From an optimization exercise on the open Yosys and OpenROAD flow, aimed at small area, a short achievable clock period and few clock cycles per item; shortcuts taken in it are not production practice. No functional check of the RTL was part of this run. Power figures rest on the tool's default switching activity, not on a simulated workload.

**flow/constraint.sdc**
```tcl
create_clock -name core_clock -period 7.0 [get_ports {clk}]
set_input_delay 1.4000 -clock core_clock [delete_from_list [all_inputs] [get_ports {clk}]]
set_output_delay 1.4000 -clock core_clock [all_outputs]
set_load 0.01 [all_outputs]
```
**flow/config.mk**
```make
export PLATFORM = sky130hd
export DESIGN_NAME = matrix2x2_mult
export DESIGN_NICKNAME = matrix2x2_mult
export VERILOG_FILES = /design/flow/design.v
export SDC_FILE = /design/flow/constraint.sdc
export NUM_CORES = 4
export LEC_CHECK = 0
export CAP_MARGIN = 20
export CORE_MARGIN = 2
export CORE_UTILIZATION = 60
export CTS_BUF_LIST = sky130_fd_sc_hd__clkbuf_4 sky130_fd_sc_hd__clkbuf_8
export SETUP_SLACK_MARGIN = 4.1
export SLEW_MARGIN = 20
export SYNTH_HIERARCHICAL = 1
export SYNTH_MINIMUM_KEEP_SIZE = 0
```
**flow/design.v**
```verilog
`timescale 1ns / 1ps
module matrix2x2_mult (
    input       clk,
    input       rst,
    input       start,
    input [7:0]  a00, a01,
    input [7:0]  a10, a11,
    input [7:0]  b00, b01,
    input [7:0]  b10, b11,
    output [16:0] c00, c01,
    output [16:0] c10, c11,
    output done
);
reg [7:0] ra00, ra01, ra10, ra11, rb00, rb01, rb10, rb11;
always @(posedge clk) begin
    ra00 <= a00; ra01 <= a01; ra10 <= a10; ra11 <= a11;
    rb00 <= b00; rb01 <= b01; rb10 <= b10; rb11 <= b11;
end
reg [2:0] v;
always @(posedge clk, posedge rst) begin
    if (rst)
        v <= 3'd0;
    else
        v <= {v[1:0], start};
end
assign done = v[2];
wire [37:0] t1_00;
mm_t1 s1_00 (.x0(ra00), .y0(rb00), .x1(ra01), .y1(rb10), .o(t1_00));
wire [37:0] t1_01;
mm_t1 s1_01 (.x0(ra00), .y0(rb01), .x1(ra01), .y1(rb11), .o(t1_01));
wire [37:0] t1_10;
mm_t1 s1_10 (.x0(ra10), .y0(rb00), .x1(ra11), .y1(rb10), .o(t1_10));
wire [37:0] t1_11;
mm_t1 s1_11 (.x0(ra10), .y0(rb01), .x1(ra11), .y1(rb11), .o(t1_11));
reg [37:0] q1_00, q1_01, q1_10, q1_11;
always @(posedge clk) begin
    q1_00 <= t1_00;
    q1_01 <= t1_01;
    q1_10 <= t1_10;
    q1_11 <= t1_11;
end
wire [16:0] s_00;
mm_cpa a_00 (.i(q1_00), .c(s_00));
wire [16:0] s_01;
mm_cpa a_01 (.i(q1_01), .c(s_01));
wire [16:0] s_10;
mm_cpa a_10 (.i(q1_10), .c(s_10));
wire [16:0] s_11;
mm_cpa a_11 (.i(q1_11), .c(s_11));
reg [16:0] r00, r01, r10, r11;
always @(posedge clk) begin
    r00 <= s_00;
    r01 <= s_01;
    r10 <= s_10;
    r11 <= s_11;
end
assign c00 = r00;
assign c01 = r01;
assign c10 = r10;
assign c11 = r11;
endmodule
module mm_t1 (
  input  [7:0] x0, y0, x1, y1,
  output [37:0] o
);
  mm_nand u1 (.a(x0[0]), .b(y0[0]), .y(o[0]));
  wire w2_0;
  mm_nand u2 (.a(x0[0]), .b(y0[1]), .y(w2_0));
  wire w3_0;
  mm_nand u3 (.a(x0[0]), .b(y0[2]), .y(w3_0));
  wire w4_0;
  mm_nand u4 (.a(x0[0]), .b(y0[3]), .y(w4_0));
  wire w5_0;
  mm_nand u5 (.a(x0[0]), .b(y0[4]), .y(w5_0));
  wire w6_0;
  mm_nand u6 (.a(x0[0]), .b(y0[5]), .y(w6_0));
  wire w7_0;
  mm_nand u7 (.a(x0[0]), .b(y0[6]), .y(w7_0));
  wire w8_0;
  mm_nand u8 (.a(x0[0]), .b(y0[7]), .y(w8_0));
  mm_nand u9 (.a(x0[1]), .b(y0[0]), .y(o[2]));
  wire w10_0;
  mm_nand u10 (.a(x0[1]), .b(y0[1]), .y(w10_0));
  wire w11_0;
  mm_nand u11 (.a(x0[1]), .b(y0[2]), .y(w11_0));
  wire w12_0;
  mm_nand u12 (.a(x0[1]), .b(y0[3]), .y(w12_0));
  wire w13_0;
  mm_nand u13 (.a(x0[1]), .b(y0[4]), .y(w13_0));
  wire w14_0;
  mm_nand u14 (.a(x0[1]), .b(y0[5]), .y(w14_0));
  wire w15_0;
  mm_nand u15 (.a(x0[1]), .b(y0[6]), .y(w15_0));
  wire w16_0;
  mm_nand u16 (.a(x0[1]), .b(y0[7]), .y(w16_0));
  wire w17_0;
  mm_nand u17 (.a(x0[2]), .b(y0[0]), .y(w17_0));
  wire w18_0;
  mm_nand u18 (.a(x0[2]), .b(y0[1]), .y(w18_0));
  wire w19_0;
  mm_nand u19 (.a(x0[2]), .b(y0[2]), .y(w19_0));
  wire w20_0;
  mm_nand u20 (.a(x0[2]), .b(y0[3]), .y(w20_0));
  wire w21_0;
  mm_nand u21 (.a(x0[2]), .b(y0[4]), .y(w21_0));
  wire w22_0;
  mm_nand u22 (.a(x0[2]), .b(y0[5]), .y(w22_0));
  wire w23_0;
  mm_nand u23 (.a(x0[2]), .b(y0[6]), .y(w23_0));
  wire w24_0;
  mm_nand u24 (.a(x0[2]), .b(y0[7]), .y(w24_0));
  wire w25_0;
  mm_nand u25 (.a(x0[3]), .b(y0[0]), .y(w25_0));
  wire w26_0;
  mm_nand u26 (.a(x0[3]), .b(y0[1]), .y(w26_0));
  wire w27_0;
  mm_nand u27 (.a(x0[3]), .b(y0[2]), .y(w27_0));
  wire w28_0;
  mm_nand u28 (.a(x0[3]), .b(y0[3]), .y(w28_0));
  wire w29_0;
  mm_nand u29 (.a(x0[3]), .b(y0[4]), .y(w29_0));
  wire w30_0;
  mm_nand u30 (.a(x0[3]), .b(y0[5]), .y(w30_0));
  wire w31_0;
  mm_nand u31 (.a(x0[3]), .b(y0[6]), .y(w31_0));
  wire w32_0;
  mm_nand u32 (.a(x0[3]), .b(y0[7]), .y(w32_0));
  wire w33_0;
  mm_nand u33 (.a(x0[4]), .b(y0[0]), .y(w33_0));
  wire w34_0;
  mm_nand u34 (.a(x0[4]), .b(y0[1]), .y(w34_0));
  wire w35_0;
  mm_nand u35 (.a(x0[4]), .b(y0[2]), .y(w35_0));
  wire w36_0;
  mm_nand u36 (.a(x0[4]), .b(y0[3]), .y(w36_0));
  wire w37_0;
  mm_nand u37 (.a(x0[4]), .b(y0[4]), .y(w37_0));
  wire w38_0;
  mm_nand u38 (.a(x0[4]), .b(y0[5]), .y(w38_0));
  wire w39_0;
  mm_nand u39 (.a(x0[4]), .b(y0[6]), .y(w39_0));
  wire w40_0;
  mm_nand u40 (.a(x0[4]), .b(y0[7]), .y(w40_0));
  wire w41_0;
  mm_nand u41 (.a(x0[5]), .b(y0[0]), .y(w41_0));
  wire w42_0;
  mm_nand u42 (.a(x0[5]), .b(y0[1]), .y(w42_0));
  wire w43_0;
  mm_nand u43 (.a(x0[5]), .b(y0[2]), .y(w43_0));
  wire w44_0;
  mm_nand u44 (.a(x0[5]), .b(y0[3]), .y(w44_0));
  wire w45_0;
  mm_nand u45 (.a(x0[5]), .b(y0[4]), .y(w45_0));
  wire w46_0;
  mm_nand u46 (.a(x0[5]), .b(y0[5]), .y(w46_0));
  wire w47_0;
  mm_nand u47 (.a(x0[5]), .b(y0[6]), .y(w47_0));
  wire w48_0;
  mm_nand u48 (.a(x0[5]), .b(y0[7]), .y(w48_0));
  wire w49_0;
  mm_nand u49 (.a(x0[6]), .b(y0[0]), .y(w49_0));
  wire w50_0;
  mm_nand u50 (.a(x0[6]), .b(y0[1]), .y(w50_0));
  wire w51_0;
  mm_nand u51 (.a(x0[6]), .b(y0[2]), .y(w51_0));
  wire w52_0;
  mm_nand u52 (.a(x0[6]), .b(y0[3]), .y(w52_0));
  wire w53_0;
  mm_nand u53 (.a(x0[6]), .b(y0[4]), .y(w53_0));
  wire w54_0;
  mm_nand u54 (.a(x0[6]), .b(y0[5]), .y(w54_0));
  wire w55_0;
  mm_nand u55 (.a(x0[6]), .b(y0[6]), .y(w55_0));
  wire w56_0;
  mm_nand u56 (.a(x0[6]), .b(y0[7]), .y(w56_0));
  wire w57_0;
  mm_nand u57 (.a(x0[7]), .b(y0[0]), .y(w57_0));
  wire w58_0;
  mm_nand u58 (.a(x0[7]), .b(y0[1]), .y(w58_0));
  wire w59_0;
  mm_nand u59 (.a(x0[7]), .b(y0[2]), .y(w59_0));
  wire w60_0;
  mm_nand u60 (.a(x0[7]), .b(y0[3]), .y(w60_0));
  wire w61_0;
  mm_nand u61 (.a(x0[7]), .b(y0[4]), .y(w61_0));
  wire w62_0;
  mm_nand u62 (.a(x0[7]), .b(y0[5]), .y(w62_0));
  wire w63_0;
  mm_nand u63 (.a(x0[7]), .b(y0[6]), .y(w63_0));
  wire w64_0;
  mm_nand u64 (.a(x0[7]), .b(y0[7]), .y(w64_0));
  mm_nand u65 (.a(x1[0]), .b(y1[0]), .y(o[1]));
  wire w66_0;
  mm_nand u66 (.a(x1[0]), .b(y1[1]), .y(w66_0));
  wire w67_0;
  mm_nand u67 (.a(x1[0]), .b(y1[2]), .y(w67_0));
  wire w68_0;
  mm_nand u68 (.a(x1[0]), .b(y1[3]), .y(w68_0));
  wire w69_0;
  mm_nand u69 (.a(x1[0]), .b(y1[4]), .y(w69_0));
  wire w70_0;
  mm_nand u70 (.a(x1[0]), .b(y1[5]), .y(w70_0));
  wire w71_0;
  mm_nand u71 (.a(x1[0]), .b(y1[6]), .y(w71_0));
  wire w72_0;
  mm_nand u72 (.a(x1[0]), .b(y1[7]), .y(w72_0));
  wire w73_0;
  mm_nand u73 (.a(x1[1]), .b(y1[0]), .y(w73_0));
  wire w74_0;
  mm_nand u74 (.a(x1[1]), .b(y1[1]), .y(w74_0));
  wire w75_0;
  mm_nand u75 (.a(x1[1]), .b(y1[2]), .y(w75_0));
  wire w76_0;
  mm_nand u76 (.a(x1[1]), .b(y1[3]), .y(w76_0));
  wire w77_0;
  mm_nand u77 (.a(x1[1]), .b(y1[4]), .y(w77_0));
  wire w78_0;
  mm_nand u78 (.a(x1[1]), .b(y1[5]), .y(w78_0));
  wire w79_0;
  mm_nand u79 (.a(x1[1]), .b(y1[6]), .y(w79_0));
  wire w80_0;
  mm_nand u80 (.a(x1[1]), .b(y1[7]), .y(w80_0));
  wire w81_0;
  mm_nand u81 (.a(x1[2]), .b(y1[0]), .y(w81_0));
  wire w82_0;
  mm_nand u82 (.a(x1[2]), .b(y1[1]), .y(w82_0));
  wire w83_0;
  mm_nand u83 (.a(x1[2]), .b(y1[2]), .y(w83_0));
  wire w84_0;
  mm_nand u84 (.a(x1[2]), .b(y1[3]), .y(w84_0));
  wire w85_0;
  mm_nand u85 (.a(x1[2]), .b(y1[4]), .y(w85_0));
  wire w86_0;
  mm_nand u86 (.a(x1[2]), .b(y1[5]), .y(w86_0));
  wire w87_0;
  mm_nand u87 (.a(x1[2]), .b(y1[6]), .y(w87_0));
  wire w88_0;
  mm_nand u88 (.a(x1[2]), .b(y1[7]), .y(w88_0));
  wire w89_0;
  mm_nand u89 (.a(x1[3]), .b(y1[0]), .y(w89_0));
  wire w90_0;
  mm_nand u90 (.a(x1[3]), .b(y1[1]), .y(w90_0));
  wire w91_0;
  mm_nand u91 (.a(x1[3]), .b(y1[2]), .y(w91_0));
  wire w92_0;
  mm_nand u92 (.a(x1[3]), .b(y1[3]), .y(w92_0));
  wire w93_0;
  mm_nand u93 (.a(x1[3]), .b(y1[4]), .y(w93_0));
  wire w94_0;
  mm_nand u94 (.a(x1[3]), .b(y1[5]), .y(w94_0));
  wire w95_0;
  mm_nand u95 (.a(x1[3]), .b(y1[6]), .y(w95_0));
  wire w96_0;
  mm_nand u96 (.a(x1[3]), .b(y1[7]), .y(w96_0));
  wire w97_0;
  mm_nand u97 (.a(x1[4]), .b(y1[0]), .y(w97_0));
  wire w98_0;
  mm_nand u98 (.a(x1[4]), .b(y1[1]), .y(w98_0));
  wire w99_0;
  mm_nand u99 (.a(x1[4]), .b(y1[2]), .y(w99_0));
  wire w100_0;
  mm_nand u100 (.a(x1[4]), .b(y1[3]), .y(w100_0));
  wire w101_0;
  mm_nand u101 (.a(x1[4]), .b(y1[4]), .y(w101_0));
  wire w102_0;
  mm_nand u102 (.a(x1[4]), .b(y1[5]), .y(w102_0));
  wire w103_0;
  mm_nand u103 (.a(x1[4]), .b(y1[6]), .y(w103_0));
  wire w104_0;
  mm_nand u104 (.a(x1[4]), .b(y1[7]), .y(w104_0));
  wire w105_0;
  mm_nand u105 (.a(x1[5]), .b(y1[0]), .y(w105_0));
  wire w106_0;
  mm_nand u106 (.a(x1[5]), .b(y1[1]), .y(w106_0));
  wire w107_0;
  mm_nand u107 (.a(x1[5]), .b(y1[2]), .y(w107_0));
  wire w108_0;
  mm_nand u108 (.a(x1[5]), .b(y1[3]), .y(w108_0));
  wire w109_0;
  mm_nand u109 (.a(x1[5]), .b(y1[4]), .y(w109_0));
  wire w110_0;
  mm_nand u110 (.a(x1[5]), .b(y1[5]), .y(w110_0));
  wire w111_0;
  mm_nand u111 (.a(x1[5]), .b(y1[6]), .y(w111_0));
  wire w112_0;
  mm_nand u112 (.a(x1[5]), .b(y1[7]), .y(w112_0));
  wire w113_0;
  mm_nand u113 (.a(x1[6]), .b(y1[0]), .y(w113_0));
  wire w114_0;
  mm_nand u114 (.a(x1[6]), .b(y1[1]), .y(w114_0));
  wire w115_0;
  mm_nand u115 (.a(x1[6]), .b(y1[2]), .y(w115_0));
  wire w116_0;
  mm_nand u116 (.a(x1[6]), .b(y1[3]), .y(w116_0));
  wire w117_0;
  mm_nand u117 (.a(x1[6]), .b(y1[4]), .y(w117_0));
  wire w118_0;
  mm_nand u118 (.a(x1[6]), .b(y1[5]), .y(w118_0));
  wire w119_0;
  mm_nand u119 (.a(x1[6]), .b(y1[6]), .y(w119_0));
  wire w120_0;
  mm_nand u120 (.a(x1[6]), .b(y1[7]), .y(w120_0));
  wire w121_0;
  mm_nand u121 (.a(x1[7]), .b(y1[0]), .y(w121_0));
  wire w122_0;
  mm_nand u122 (.a(x1[7]), .b(y1[1]), .y(w122_0));
  wire w123_0;
  mm_nand u123 (.a(x1[7]), .b(y1[2]), .y(w123_0));
  wire w124_0;
  mm_nand u124 (.a(x1[7]), .b(y1[3]), .y(w124_0));
  wire w125_0;
  mm_nand u125 (.a(x1[7]), .b(y1[4]), .y(w125_0));
  wire w126_0;
  mm_nand u126 (.a(x1[7]), .b(y1[5]), .y(w126_0));
  wire w127_0;
  mm_nand u127 (.a(x1[7]), .b(y1[6]), .y(w127_0));
  wire w128_0;
  mm_nand u128 (.a(x1[7]), .b(y1[7]), .y(w128_0));
  wire w129_1;
  mm_fa u129 (.a(w2_0), .b(w66_0), .c(w73_0), .s(o[3]), .co(w129_1));
  wire w130_0, w130_1;
  mm_fa u130 (.a(w10_0), .b(w17_0), .c(w3_0), .s(w130_0), .co(w130_1));
  wire w131_0, w131_1;
  mm_fa u131 (.a(w67_0), .b(w74_0), .c(w81_0), .s(w131_0), .co(w131_1));
  wire w132_1;
  mm_fa u132 (.a(w129_1), .b(w130_0), .c(w131_0), .s(o[4]), .co(w132_1));
  wire w133_0, w133_1;
  mm_fa u133 (.a(w11_0), .b(w18_0), .c(w25_0), .s(w133_0), .co(w133_1));
  wire w134_0, w134_1;
  mm_fa u134 (.a(w4_0), .b(w68_0), .c(w75_0), .s(w134_0), .co(w134_1));
  wire w135_0, w135_1;
  mm_fa u135 (.a(w82_0), .b(w89_0), .c(w130_1), .s(w135_0), .co(w135_1));
  wire w136_0, w136_1;
  mm_fa u136 (.a(w131_1), .b(w133_0), .c(w134_0), .s(w136_0), .co(w136_1));
  wire w137_1;
  mm_fa u137 (.a(w132_1), .b(w135_0), .c(w136_0), .s(o[5]), .co(w137_1));
  wire w138_0, w138_1;
  mm_fa u138 (.a(w12_0), .b(w19_0), .c(w26_0), .s(w138_0), .co(w138_1));
  wire w139_0, w139_1;
  mm_fa u139 (.a(w33_0), .b(w5_0), .c(w69_0), .s(w139_0), .co(w139_1));
  wire w140_0, w140_1;
  mm_fa u140 (.a(w76_0), .b(w83_0), .c(w90_0), .s(w140_0), .co(w140_1));
  wire w141_0, w141_1;
  mm_fa u141 (.a(w97_0), .b(w133_1), .c(w134_1), .s(w141_0), .co(w141_1));
  wire w142_0, w142_1;
  mm_fa u142 (.a(w138_0), .b(w139_0), .c(w140_0), .s(w142_0), .co(w142_1));
  wire w143_0, w143_1;
  mm_fa u143 (.a(w135_1), .b(w136_1), .c(w141_0), .s(w143_0), .co(w143_1));
  mm_fa u144 (.a(w142_0), .b(w137_1), .c(w143_0), .s(o[6]), .co(o[8]));
  wire w145_0, w145_1;
  mm_fa u145 (.a(w105_0), .b(w13_0), .c(w20_0), .s(w145_0), .co(w145_1));
  wire w146_0, w146_1;
  mm_fa u146 (.a(w27_0), .b(w34_0), .c(w41_0), .s(w146_0), .co(w146_1));
  wire w147_0, w147_1;
  mm_fa u147 (.a(w6_0), .b(w70_0), .c(w77_0), .s(w147_0), .co(w147_1));
  wire w148_0, w148_1;
  mm_fa u148 (.a(w84_0), .b(w91_0), .c(w98_0), .s(w148_0), .co(w148_1));
  wire w149_0, w149_1;
  mm_fa u149 (.a(w138_1), .b(w139_1), .c(w140_1), .s(w149_0), .co(w149_1));
  wire w150_0, w150_1;
  mm_fa u150 (.a(w145_0), .b(w146_0), .c(w147_0), .s(w150_0), .co(w150_1));
  wire w151_1;
  mm_fa u151 (.a(w148_0), .b(w141_1), .c(w142_1), .s(o[7]), .co(w151_1));
  mm_fa u152 (.a(w149_0), .b(w150_0), .c(w143_1), .s(o[9]), .co(o[10]));
  wire w153_0, w153_1;
  mm_fa u153 (.a(w106_0), .b(w113_0), .c(w14_0), .s(w153_0), .co(w153_1));
  wire w154_0, w154_1;
  mm_fa u154 (.a(w21_0), .b(w28_0), .c(w35_0), .s(w154_0), .co(w154_1));
  wire w155_0, w155_1;
  mm_fa u155 (.a(w42_0), .b(w49_0), .c(w71_0), .s(w155_0), .co(w155_1));
  wire w156_0, w156_1;
  mm_fa u156 (.a(w78_0), .b(w7_0), .c(w85_0), .s(w156_0), .co(w156_1));
  wire w157_0, w157_1;
  mm_fa u157 (.a(w92_0), .b(w99_0), .c(w145_1), .s(w157_0), .co(w157_1));
  wire w158_0, w158_1;
  mm_fa u158 (.a(w146_1), .b(w147_1), .c(w148_1), .s(w158_0), .co(w158_1));
  wire w159_0, w159_1;
  mm_fa u159 (.a(w153_0), .b(w154_0), .c(w155_0), .s(w159_0), .co(w159_1));
  wire w160_0, w160_1;
  mm_fa u160 (.a(w156_0), .b(w149_1), .c(w150_1), .s(w160_0), .co(w160_1));
  wire w161_0;
  mm_fa u161 (.a(w157_0), .b(w158_0), .c(w159_0), .s(w161_0), .co(o[12]));
  mm_fa u162 (.a(w151_1), .b(w160_0), .c(w161_0), .s(o[11]), .co(o[15]));
  wire w163_0, w163_1;
  mm_fa u163 (.a(w100_0), .b(w107_0), .c(w114_0), .s(w163_0), .co(w163_1));
  wire w164_0, w164_1;
  mm_fa u164 (.a(w121_0), .b(w15_0), .c(w22_0), .s(w164_0), .co(w164_1));
  wire w165_0, w165_1;
  mm_fa u165 (.a(w29_0), .b(w36_0), .c(w43_0), .s(w165_0), .co(w165_1));
  wire w166_0, w166_1;
  mm_fa u166 (.a(w50_0), .b(w57_0), .c(w72_0), .s(w166_0), .co(w166_1));
  wire w167_0, w167_1;
  mm_fa u167 (.a(w79_0), .b(w86_0), .c(w8_0), .s(w167_0), .co(w167_1));
  wire w168_0, w168_1;
  mm_fa u168 (.a(w93_0), .b(w153_1), .c(w154_1), .s(w168_0), .co(w168_1));
  wire w169_0, w169_1;
  mm_fa u169 (.a(w155_1), .b(w156_1), .c(w163_0), .s(w169_0), .co(w169_1));
  wire w170_0, w170_1;
  mm_fa u170 (.a(w164_0), .b(w165_0), .c(w166_0), .s(w170_0), .co(w170_1));
  wire w171_0, w171_1;
  mm_fa u171 (.a(w167_0), .b(w157_1), .c(w158_1), .s(w171_0), .co(w171_1));
  wire w172_1;
  mm_fa u172 (.a(w159_1), .b(w168_0), .c(w169_0), .s(o[13]), .co(w172_1));
  mm_fa u173 (.a(w170_0), .b(w160_1), .c(w171_0), .s(o[14]), .co(o[16]));
  wire w174_0, w174_1;
  mm_fa u174 (.a(w101_0), .b(w108_0), .c(w115_0), .s(w174_0), .co(w174_1));
  wire w175_0, w175_1;
  mm_fa u175 (.a(w122_0), .b(w16_0), .c(w23_0), .s(w175_0), .co(w175_1));
  wire w176_0, w176_1;
  mm_fa u176 (.a(w30_0), .b(w37_0), .c(w44_0), .s(w176_0), .co(w176_1));
  wire w177_0, w177_1;
  mm_fa u177 (.a(w51_0), .b(w58_0), .c(w80_0), .s(w177_0), .co(w177_1));
  wire w178_0, w178_1;
  mm_fa u178 (.a(w87_0), .b(w94_0), .c(w163_1), .s(w178_0), .co(w178_1));
  wire w179_0, w179_1;
  mm_fa u179 (.a(w164_1), .b(w165_1), .c(w166_1), .s(w179_0), .co(w179_1));
  wire w180_0, w180_1;
  mm_fa u180 (.a(w167_1), .b(w174_0), .c(w175_0), .s(w180_0), .co(w180_1));
  wire w181_0, w181_1;
  mm_fa u181 (.a(w176_0), .b(w177_0), .c(w168_1), .s(w181_0), .co(w181_1));
  wire w182_0, w182_1;
  mm_fa u182 (.a(w169_1), .b(w170_1), .c(w178_0), .s(w182_0), .co(w182_1));
  wire w183_1;
  mm_fa u183 (.a(w179_0), .b(w180_0), .c(w171_1), .s(o[17]), .co(w183_1));
  mm_fa u184 (.a(w181_0), .b(w172_1), .c(w182_0), .s(o[18]), .co(o[19]));
  wire w185_0, w185_1;
  mm_fa u185 (.a(w102_0), .b(w109_0), .c(w116_0), .s(w185_0), .co(w185_1));
  wire w186_0, w186_1;
  mm_fa u186 (.a(w123_0), .b(w24_0), .c(w31_0), .s(w186_0), .co(w186_1));
  wire w187_0, w187_1;
  mm_fa u187 (.a(w38_0), .b(w45_0), .c(w52_0), .s(w187_0), .co(w187_1));
  wire w188_0, w188_1;
  mm_fa u188 (.a(w59_0), .b(w88_0), .c(w95_0), .s(w188_0), .co(w188_1));
  wire w189_0, w189_1;
  mm_fa u189 (.a(w174_1), .b(w175_1), .c(w176_1), .s(w189_0), .co(w189_1));
  wire w190_0, w190_1;
  mm_fa u190 (.a(w177_1), .b(w185_0), .c(w186_0), .s(w190_0), .co(w190_1));
  wire w191_0, w191_1;
  mm_fa u191 (.a(w187_0), .b(w188_0), .c(w178_1), .s(w191_0), .co(w191_1));
  wire w192_0, w192_1;
  mm_fa u192 (.a(w179_1), .b(w180_1), .c(w189_0), .s(w192_0), .co(w192_1));
  mm_fa u193 (.a(w190_0), .b(w181_1), .c(w182_1), .s(o[20]), .co(o[23]));
  mm_fa u194 (.a(w191_0), .b(w192_0), .c(w183_1), .s(o[21]), .co(o[25]));
  wire w195_0, w195_1;
  mm_fa u195 (.a(w103_0), .b(w110_0), .c(w117_0), .s(w195_0), .co(w195_1));
  wire w196_0, w196_1;
  mm_fa u196 (.a(w124_0), .b(w32_0), .c(w39_0), .s(w196_0), .co(w196_1));
  wire w197_0, w197_1;
  mm_fa u197 (.a(w46_0), .b(w53_0), .c(w60_0), .s(w197_0), .co(w197_1));
  wire w198_0, w198_1;
  mm_fa u198 (.a(w96_0), .b(w185_1), .c(w186_1), .s(w198_0), .co(w198_1));
  wire w199_0, w199_1;
  mm_fa u199 (.a(w187_1), .b(w188_1), .c(w195_0), .s(w199_0), .co(w199_1));
  wire w200_0, w200_1;
  mm_fa u200 (.a(w196_0), .b(w197_0), .c(w189_1), .s(w200_0), .co(w200_1));
  mm_fa u201 (.a(w190_1), .b(w198_0), .c(w199_0), .s(o[22]), .co(o[26]));
  mm_fa u202 (.a(w191_1), .b(w192_1), .c(w200_0), .s(o[24]), .co(o[28]));
  wire w203_0, w203_1;
  mm_fa u203 (.a(w104_0), .b(w111_0), .c(w118_0), .s(w203_0), .co(w203_1));
  wire w204_0, w204_1;
  mm_fa u204 (.a(w125_0), .b(w40_0), .c(w47_0), .s(w204_0), .co(w204_1));
  wire w205_0, w205_1;
  mm_fa u205 (.a(w54_0), .b(w61_0), .c(w195_1), .s(w205_0), .co(w205_1));
  wire w206_0, w206_1;
  mm_fa u206 (.a(w196_1), .b(w197_1), .c(w203_0), .s(w206_0), .co(w206_1));
  wire w207_1;
  mm_fa u207 (.a(w204_0), .b(w198_1), .c(w199_1), .s(o[27]), .co(w207_1));
  mm_fa u208 (.a(w205_0), .b(w206_0), .c(w200_1), .s(o[29]), .co(o[30]));
  wire w209_0, w209_1;
  mm_fa u209 (.a(w112_0), .b(w119_0), .c(w126_0), .s(w209_0), .co(w209_1));
  wire w210_0, w210_1;
  mm_fa u210 (.a(w48_0), .b(w55_0), .c(w62_0), .s(w210_0), .co(w210_1));
  wire w211_0, w211_1;
  mm_fa u211 (.a(w203_1), .b(w204_1), .c(w209_0), .s(w211_0), .co(w211_1));
  wire w212_0;
  mm_fa u212 (.a(w210_0), .b(w205_1), .c(w206_1), .s(w212_0), .co(o[32]));
  mm_fa u213 (.a(w211_0), .b(w207_1), .c(w212_0), .s(o[31]), .co(o[34]));
  wire w214_0, w214_1;
  mm_fa u214 (.a(w120_0), .b(w127_0), .c(w56_0), .s(w214_0), .co(w214_1));
  wire w215_0, w215_1;
  mm_fa u215 (.a(w63_0), .b(w209_1), .c(w210_1), .s(w215_0), .co(w215_1));
  wire w216_1;
  mm_fa u216 (.a(w214_0), .b(w211_1), .c(w215_0), .s(o[33]), .co(w216_1));
  wire w217_0;
  mm_fa u217 (.a(w128_0), .b(w64_0), .c(w214_1), .s(w217_0), .co(o[36]));
  mm_fa u218 (.a(w215_1), .b(w217_0), .c(w216_1), .s(o[35]), .co(o[37]));
endmodule
module mm_cpa (
  input  [37:0] i,
  output [16:0] c
);
  wire w1_0;
  mm_xnor u1 (.a(i[0]), .b(i[1]), .y(w1_0));
  wire w2_0;
  mm_or u2 (.a(i[0]), .b(i[1]), .y(w2_0));
  wire w3_0, w3_1;
  mm_fa u3 (.a(i[2]), .b(i[3]), .c(w2_0), .s(w3_0), .co(w3_1));
  wire w4_0, w4_1;
  mm_fa u4 (.a(i[7]), .b(i[8]), .c(i[9]), .s(w4_0), .co(w4_1));
  wire w5_0;
  mm_xnor u5 (.a(i[10]), .b(i[11]), .y(w5_0));
  wire w6_0;
  mm_or u6 (.a(i[10]), .b(i[11]), .y(w6_0));
  wire w7_0, w7_1;
  mm_fa u7 (.a(i[12]), .b(i[13]), .c(i[14]), .s(w7_0), .co(w7_1));
  wire w8_0;
  mm_xnor u8 (.a(i[15]), .b(w6_0), .y(w8_0));
  wire w9_0;
  mm_or u9 (.a(i[15]), .b(w6_0), .y(w9_0));
  wire w10_0, w10_1;
  mm_fa u10 (.a(i[16]), .b(i[17]), .c(i[18]), .s(w10_0), .co(w10_1));
  wire w11_0;
  mm_xnor u11 (.a(w7_1), .b(w9_0), .y(w11_0));
  wire w12_0;
  mm_or u12 (.a(w7_1), .b(w9_0), .y(w12_0));
  wire w13_0, w13_1;
  mm_fa u13 (.a(i[19]), .b(i[20]), .c(i[21]), .s(w13_0), .co(w13_1));
  wire w14_0;
  mm_xnor u14 (.a(w10_1), .b(w13_0), .y(w14_0));
  wire w15_0;
  mm_or u15 (.a(w10_1), .b(w13_0), .y(w15_0));
  wire w16_0, w16_1;
  mm_fa u16 (.a(i[22]), .b(i[23]), .c(i[24]), .s(w16_0), .co(w16_1));
  wire w17_0, w17_1;
  mm_fa u17 (.a(i[25]), .b(w13_1), .c(w16_0), .s(w17_0), .co(w17_1));
  wire w18_0, w18_1;
  mm_fa u18 (.a(i[26]), .b(i[27]), .c(i[28]), .s(w18_0), .co(w18_1));
  wire w19_0, w19_1;
  mm_fa u19 (.a(i[29]), .b(w16_1), .c(w18_0), .s(w19_0), .co(w19_1));
  wire w20_0, w20_1;
  mm_fa u20 (.a(i[30]), .b(i[31]), .c(w18_1), .s(w20_0), .co(w20_1));
  wire w21_0, w21_1;
  mm_fa u21 (.a(i[32]), .b(i[33]), .c(i[34]), .s(w21_0), .co(w21_1));
  mm_inv u22 (.a(w1_0), .y(c[0]));
  mm_inv u23 (.a(w3_0), .y(c[1]));
  wire w24_0;
  mm_nor u24 (.a(i[4]), .b(w3_1), .y(w24_0));
  mm_xor u25 (.a(i[4]), .b(w3_1), .y(c[2]));
  wire w26_0;
  mm_nor u26 (.a(w5_0), .b(w4_1), .y(w26_0));
  wire w27_0;
  mm_xor u27 (.a(w5_0), .b(w4_1), .y(w27_0));
  wire w28_0;
  mm_nor u28 (.a(w8_0), .b(w7_0), .y(w28_0));
  wire w29_0;
  mm_xor u29 (.a(w8_0), .b(w7_0), .y(w29_0));
  wire w30_0;
  mm_nor u30 (.a(w10_0), .b(w11_0), .y(w30_0));
  wire w31_0;
  mm_xor u31 (.a(w10_0), .b(w11_0), .y(w31_0));
  wire w32_0;
  mm_nor u32 (.a(w12_0), .b(w14_0), .y(w32_0));
  wire w33_0;
  mm_xor u33 (.a(w12_0), .b(w14_0), .y(w33_0));
  wire w34_0;
  mm_nor u34 (.a(w15_0), .b(w17_0), .y(w34_0));
  wire w35_0;
  mm_xor u35 (.a(w15_0), .b(w17_0), .y(w35_0));
  wire w36_0;
  mm_nor u36 (.a(w17_1), .b(w19_0), .y(w36_0));
  wire w37_0;
  mm_xor u37 (.a(w17_1), .b(w19_0), .y(w37_0));
  wire w38_0;
  mm_nor u38 (.a(w19_1), .b(w20_0), .y(w38_0));
  wire w39_0;
  mm_xor u39 (.a(w19_1), .b(w20_0), .y(w39_0));
  wire w40_0;
  mm_nor u40 (.a(w21_0), .b(w20_1), .y(w40_0));
  wire w41_0;
  mm_xor u41 (.a(w21_0), .b(w20_1), .y(w41_0));
  wire w42_0;
  mm_nor u42 (.a(i[35]), .b(w21_1), .y(w42_0));
  wire w43_0;
  mm_xor u43 (.a(i[35]), .b(w21_1), .y(w43_0));
  wire w44_0;
  mm_nor u44 (.a(i[36]), .b(i[37]), .y(w44_0));
  wire w45_0;
  mm_xor u45 (.a(i[36]), .b(i[37]), .y(w45_0));
  wire w46_0;
  mm_inv u46 (.a(i[5]), .y(w46_0));
  wire w47_0;
  mm_nand u47 (.a(w46_0), .b(w24_0), .y(w47_0));
  wire w48_0;
  mm_nor u48 (.a(w4_0), .b(i[6]), .y(w48_0));
  wire w49_0;
  mm_a21oi u49 (.a(w29_0), .b(w26_0), .c(w28_0), .y(w49_0));
  wire w50_0;
  mm_nand u50 (.a(w29_0), .b(w27_0), .y(w50_0));
  wire w51_0;
  mm_a21oi u51 (.a(w33_0), .b(w30_0), .c(w32_0), .y(w51_0));
  wire w52_0;
  mm_nand u52 (.a(w33_0), .b(w31_0), .y(w52_0));
  wire w53_0;
  mm_a21oi u53 (.a(w37_0), .b(w34_0), .c(w36_0), .y(w53_0));
  wire w54_0;
  mm_nand u54 (.a(w37_0), .b(w35_0), .y(w54_0));
  wire w55_0;
  mm_a21oi u55 (.a(w41_0), .b(w38_0), .c(w40_0), .y(w55_0));
  wire w56_0;
  mm_nand u56 (.a(w41_0), .b(w39_0), .y(w56_0));
  wire w57_0;
  mm_a21oi u57 (.a(w45_0), .b(w42_0), .c(w44_0), .y(w57_0));
  wire w58_0;
  mm_nand u58 (.a(w45_0), .b(w43_0), .y(w58_0));
  wire w59_0;
  mm_nor u59 (.a(i[6]), .b(w47_0), .y(w59_0));
  wire w60_0;
  mm_inv u60 (.a(w48_0), .y(w60_0));
  wire w61_0;
  mm_nor u61 (.a(w60_0), .b(w47_0), .y(w61_0));
  wire w62_0;
  mm_inv u62 (.a(w30_0), .y(w62_0));
  wire w63_0;
  mm_inv u63 (.a(w31_0), .y(w63_0));
  wire w64_0;
  mm_o21ai u64 (.a(w63_0), .b(w49_0), .c(w62_0), .y(w64_0));
  wire w65_0;
  mm_inv u65 (.a(w31_0), .y(w65_0));
  wire w66_0;
  mm_nor u66 (.a(w65_0), .b(w50_0), .y(w66_0));
  wire w67_0;
  mm_o21ai u67 (.a(w52_0), .b(w49_0), .c(w51_0), .y(w67_0));
  wire w68_0;
  mm_nor u68 (.a(w52_0), .b(w50_0), .y(w68_0));
  wire w69_0;
  mm_inv u69 (.a(w38_0), .y(w69_0));
  wire w70_0;
  mm_inv u70 (.a(w39_0), .y(w70_0));
  wire w71_0;
  mm_o21ai u71 (.a(w70_0), .b(w53_0), .c(w69_0), .y(w71_0));
  wire w72_0;
  mm_inv u72 (.a(w39_0), .y(w72_0));
  wire w73_0;
  mm_nor u73 (.a(w72_0), .b(w54_0), .y(w73_0));
  wire w74_0;
  mm_o21ai u74 (.a(w56_0), .b(w53_0), .c(w55_0), .y(w74_0));
  wire w75_0;
  mm_nor u75 (.a(w56_0), .b(w54_0), .y(w75_0));
  wire w76_0;
  mm_a21oi u76 (.a(w27_0), .b(w61_0), .c(w26_0), .y(w76_0));
  wire w77_0;
  mm_inv u77 (.a(w49_0), .y(w77_0));
  wire w78_0;
  mm_inv u78 (.a(w50_0), .y(w78_0));
  wire w79_0;
  mm_a21oi u79 (.a(w78_0), .b(w61_0), .c(w77_0), .y(w79_0));
  wire w80_0;
  mm_a21oi u80 (.a(w66_0), .b(w61_0), .c(w64_0), .y(w80_0));
  wire w81_0;
  mm_a21oi u81 (.a(w68_0), .b(w61_0), .c(w67_0), .y(w81_0));
  wire w82_0;
  mm_a21oi u82 (.a(w43_0), .b(w74_0), .c(w42_0), .y(w82_0));
  wire w83_0;
  mm_nand u83 (.a(w43_0), .b(w75_0), .y(w83_0));
  wire w84_0;
  mm_inv u84 (.a(w57_0), .y(w84_0));
  wire w85_0;
  mm_inv u85 (.a(w58_0), .y(w85_0));
  wire w86_0;
  mm_a21oi u86 (.a(w85_0), .b(w74_0), .c(w84_0), .y(w86_0));
  wire w87_0;
  mm_inv u87 (.a(w58_0), .y(w87_0));
  wire w88_0;
  mm_nand u88 (.a(w87_0), .b(w75_0), .y(w88_0));
  wire w89_0;
  mm_inv u89 (.a(w34_0), .y(w89_0));
  wire w90_0;
  mm_inv u90 (.a(w35_0), .y(w90_0));
  wire w91_0;
  mm_o21ai u91 (.a(w90_0), .b(w81_0), .c(w89_0), .y(w91_0));
  wire w92_0;
  mm_o21ai u92 (.a(w54_0), .b(w81_0), .c(w53_0), .y(w92_0));
  wire w93_0;
  mm_inv u93 (.a(w71_0), .y(w93_0));
  wire w94_0;
  mm_inv u94 (.a(w73_0), .y(w94_0));
  wire w95_0;
  mm_o21ai u95 (.a(w94_0), .b(w81_0), .c(w93_0), .y(w95_0));
  wire w96_0;
  mm_inv u96 (.a(w74_0), .y(w96_0));
  wire w97_0;
  mm_inv u97 (.a(w75_0), .y(w97_0));
  wire w98_0;
  mm_o21ai u98 (.a(w97_0), .b(w81_0), .c(w96_0), .y(w98_0));
  wire w99_0;
  mm_o21ai u99 (.a(w83_0), .b(w81_0), .c(w82_0), .y(w99_0));
  mm_o21ai u100 (.a(w88_0), .b(w81_0), .c(w86_0), .y(c[16]));
  mm_xnor u101 (.a(i[5]), .b(w24_0), .y(c[3]));
  mm_xor u102 (.a(i[6]), .b(w47_0), .y(c[4]));
  mm_xnor u103 (.a(w4_0), .b(w59_0), .y(c[5]));
  mm_xor u104 (.a(w27_0), .b(w61_0), .y(c[6]));
  mm_xnor u105 (.a(w29_0), .b(w76_0), .y(c[7]));
  mm_xnor u106 (.a(w31_0), .b(w79_0), .y(c[8]));
  mm_xnor u107 (.a(w33_0), .b(w80_0), .y(c[9]));
  mm_xnor u108 (.a(w35_0), .b(w81_0), .y(c[10]));
  mm_xor u109 (.a(w37_0), .b(w91_0), .y(c[11]));
  mm_xor u110 (.a(w39_0), .b(w92_0), .y(c[12]));
  mm_xor u111 (.a(w41_0), .b(w95_0), .y(c[13]));
  mm_xor u112 (.a(w43_0), .b(w98_0), .y(c[14]));
  mm_xor u113 (.a(w45_0), .b(w99_0), .y(c[15]));
endmodule
module mm_nand (input a, b, output y); assign y = ~(a & b); endmodule
module mm_nor (input a, b, output y); assign y = ~(a | b); endmodule
module mm_or (input a, b, output y); assign y = a | b; endmodule
module mm_xor (input a, b, output y); assign y = a ^ b; endmodule
module mm_xnor (input a, b, output y); assign y = ~(a ^ b); endmodule
module mm_inv (input a, output y); assign y = ~a; endmodule
module mm_a21oi (input a, b, c, output y); assign y = ~((a & b) | c); endmodule
module mm_o21ai (input a, b, c, output y); assign y = ~((a | b) & c); endmodule
module mm_fa (
  input  a, b, c,
  output s, co
);
  assign s = a ^ b ^ c;
  assign co = (a & b) | (a & c) | (b & c);
endmodule
```
**flow/run.sh**
```bash
#!/bin/bash
# synth_recipe.tcl (not shown) runs the flow's synth.tcl, then flattens the netlist and writes it again
# the make line also repeats each setting of config.mk as NAME=value (left out here)
make -C /OpenROAD-flow-scripts/flow DESIGN_CONFIG=/design/flow/config.mk WORK_HOME=/design/flow/orfs CLKGATE_MAP_FILE= SYNTH_SCRIPT=/design/flow/synth_recipe.tcl finish
```
==> summary.txt <==
Actual slew at the worst max-slew pin: 0.638 ns
Detail Route Antenna Nets: 0
Core footprint: 29800 sq um
Setup Viol. Count Final: 0
Largest net degree at the start of global routing: 17
Worst EP required: 7.45 ns
Area added between synthesis and finish: 20.0%
Clock sink total: 287
Crit end category: flip-flop
Rel. slew slack: 0.575
Mapped Cells: 1612
Final count of hold timing violations: 0
Synth Warn #: 7
Crit share post-route: 0.412
Initial antenna violation count: 0
Filler cells: 2168
Unrepaired setup endpoints after global routing: yes
Max-cap viol count: 0
Detail Placement HPWL: 29.3 mm
Drt first pass iters: 7
Maximum VDD drop: 0.000353 V
First-pass GRT wire length: 69.7 mm
Fraction of layout cells with a size suffix above 1: 0.133
Worst path arrival time: 3.34 ns
Static Leak: 8.28 nW
DIE WIDTH: 178 microns
Deepest clock path buffer count: 3
Post-Syn Nets: 2083
Grt ovf: 0
Crit Path Category: flip-flop to flip-flop
Placer Congestion: 0.865
# hold bufs at CTS: 0
Hold Path Stages: 0
Io pins: 136
Cell Pwr Density: 443 nW/um^2
Clk_skew: 0.0231 ns
Highest fanout seen on the critical path: 16
Yosys reg bits: 287
Antenna Cells: 0
Post-synth cell types: 11
Worst hold-check path type: flip-flop to flip-flop
Fin cells: 2281
DR vias: 12400
Status: no timing/DRC/antenna violations
Initial DRC count: 929
PortBufs: 135
Later-pin clock latency in the skew report: 0.58 ns
Vias in the first global route: 13400
Setup TNS Final: 0 ns
Critical Path Start Type: flip-flop
Starting Density: 0.611
Syn Std Cell Area: 18200 sq um
CTS tree: built
Placed cell count: 2143
Crit path max-delay cell type: dfxtp_4
Multi-input logic area: 12100 sq um
CTS buffer count: 49
CP max stage delay: 0.50 ns
CP cell instances: nand2_1 > fa_1 > fa_1 > fa_1 > fa_1 > fa_1
# rows: 63
Total GRT Usage: 0.290
Clock transition at path regs: 0.06 ns
Die Ht: 178 microns
Die area: 31800 sq um
Final Critical Period: 2.89 ns
Final hold slack: 0.367 ns
Routed len/inst: 19.0 microns
Vias per Instance: 5.43
Routed WL: 43.4 mm
FF-to-FF path depth: 6
Register area share after synthesis: 0.316
Nets: 2322
Average size of a mapped cell: 11.3 sq um
Count of pins over their slew limit: 0
Register area: 5960 sq um
FMAX: 346 MHz
Root Buffer: clkbuf_8
Clock H-tree levels: 2
DRC viols: 0
CP most frequent cell: fa_1
[through the flow]
step                utilization  instance area, sq um  setup slack (ns)  total power [mW]
floorplan                     -                 18200              4.15              6.48
global placement          0.674                 20100              3.80              7.78
detailed placement        0.674                 20100              3.71              7.97
CTS                       0.717                 21400              4.05              9.72
global route              0.733                 21800              4.07              10.5
finish                    0.733                 21800              4.11              9.68
[flip-flops by register name, summed over array words and instances, names as in the netlist]
signal	count
r10	17
v	3
q1_11	38
q1_01	38
rb10	8
r00	17
q1_10	38
ra01	8
r01	17
rb01	8
rb00	8
q1_00	38
ra10	8
r11	17
ra00	8
ra11	8
rb11	8
[cells in the final DEF, fill, tap and decap left out, types with 4 or more instances in the layout]
cell             instances
a21oi_2                 44
buf_12                   4
buf_4                   46
bufinv_16                4
clkbuf_4                10
clkbuf_8                61
clkdlybuf4s50_1        135
clkinv_2                13
dfxtp_1                225
dfxtp_2                  9
dfxtp_4                 50
fa_1                   400
fa_2                     4
inv_1                   85
nand2_1                544
nor2_1                  72
o21ai_1                 40
or2_1                   20
xnor2_1                 44
xor2_1                  72
[layer usage]
layer / global-route usage / vias up / wire [microns]
met4: 0.0796 / 0 / 1180
met1: 0.421 / 6167 / 18300
met3: 0.0797 / 103 / 4740
met2: 0.436 / 726 / 19200
met5: 0 / - / 0
li1: - / 5383 / -
[Yosys stat by module, one instance, submodules excluded, excerpt]
module / cell area, sq um / times used
matrix2x2_mult: 5760 / 1
mm_fa: 20.0 / 404
mm_a21oi: 8.76 / 44
mm_xnor: 8.76 / 44
mm_xor: 8.76 / 72
mm_or: 6.26 / 20
mm_o21ai: 5.00 / 40
mm_inv: 3.75 / 84
mm_nand: 3.75 / 544
mm_nor: 3.75 / 72
[area by class of cell]
| class | count | area share |
|---|---|---|
| clock buffers | 71 | 0.0419 |
| inverters | 85 | 0.0146 |
| well taps | 390 | 0.0223 |
| multi-input cells | 1240 | 0.556 |
| flip-flops and latches | 287 | 0.273 |
| repair buffers | 188 | 0.0831 |
| clock inverters | 20 | 0.00957 |
[Yosys cell counts]
cell | n | area (sq um)
xnor2_1 | 44 | 385
dfrtp_1 | 3 | 75.1
a21oi_2 | 44 | 385
o21ai_1 | 40 | 200
fa_1 | 404 | 8090
xor2_1 | 72 | 631
nor2_1 | 72 | 270
dfxtp_1 | 284 | 5690
inv_1 | 85 | 319
or2_1 | 20 | 125
nand2_1 | 544 | 2040
[worst paths after layout]
| path | slack, ns | end | from |
|---|---|---|---|
| hold / removal | 0.37 | v[2] | v[1] |
| setup reg to reg | 4.11 | q1_01[21] | rb11[3] |
| max in group asynchronous | 5.87 | v[0] | rst |
| hold reg to reg | 0.37 | v[2] | v[1] |
| min in group asynchronous | 1.00 | v[1] | rst |
| setup / recovery | 4.11 | q1_01[21] | rb11[3] |
[power breakdown]
group	internal [mW]	leakage, nW	switching (mW)	total [mW]
logic	2.30	5.24	3.04	5.34
registers	2.29	2.44	0.356	2.64
clock network	0.993	0.597	0.699	1.69
total	5.58	8.28	4.10	9.68
[critical path, delay by kind of cell (launching register included)]
family	cells	cell delay [ns]
and+or+nand+nor	1	0.14
DFF	1	0.50
adders and majority gates	5	2.12
[what timing repair did]
| item | CTS | global route |
|---|---|---|
| endpoints found under the setup margin | 85 | 22 |
| endpoints found under the hold margin | 0 | 0 |
| buffers inserted | 0 | 47 |
| gates resized for setup | 92 | 34 |
[cell families after synthesis]
kind of cell / after synthesis / synth area share
compound gates: 84 / 0.0322
xor+xnor: 116 / 0.0558
fa+ha+maj: 404 / 0.444
buf+inv: 85 / 0.0175
flops: 287 / 0.316
simple gates: 636 / 0.134

[port drivers added, routing unchanged]
The flow's constraints put no driver on any port. The routed layout listed below was extracted and timed again, unchanged, in two steps. Step 1, drivers: a clkbuf_16 drives clk and a buf_2 each remaining input, both assumed. Step 2 adds t to the input delays and takes it off the output delays; t is the mean of the earliest and latest rising clock arrival at the registers after step 1. Input paths then give back, and output paths get back, about the clock's delay inside the block. Three values: ideal ports, drivers, drivers and shift; two values: the first two.
t, ns: 0.617
slack for setup (ns): 4.113 / 4.104 / 4.113
hold WS [ns]: 0.367 / 0.367 / 0.367
worst slew at a driven data input, ns: 0.06
After both steps setup and hold are still met in this run. The setup slack of this run moves by -0.009 ns with the drivers and by 0.000 ns with both steps.
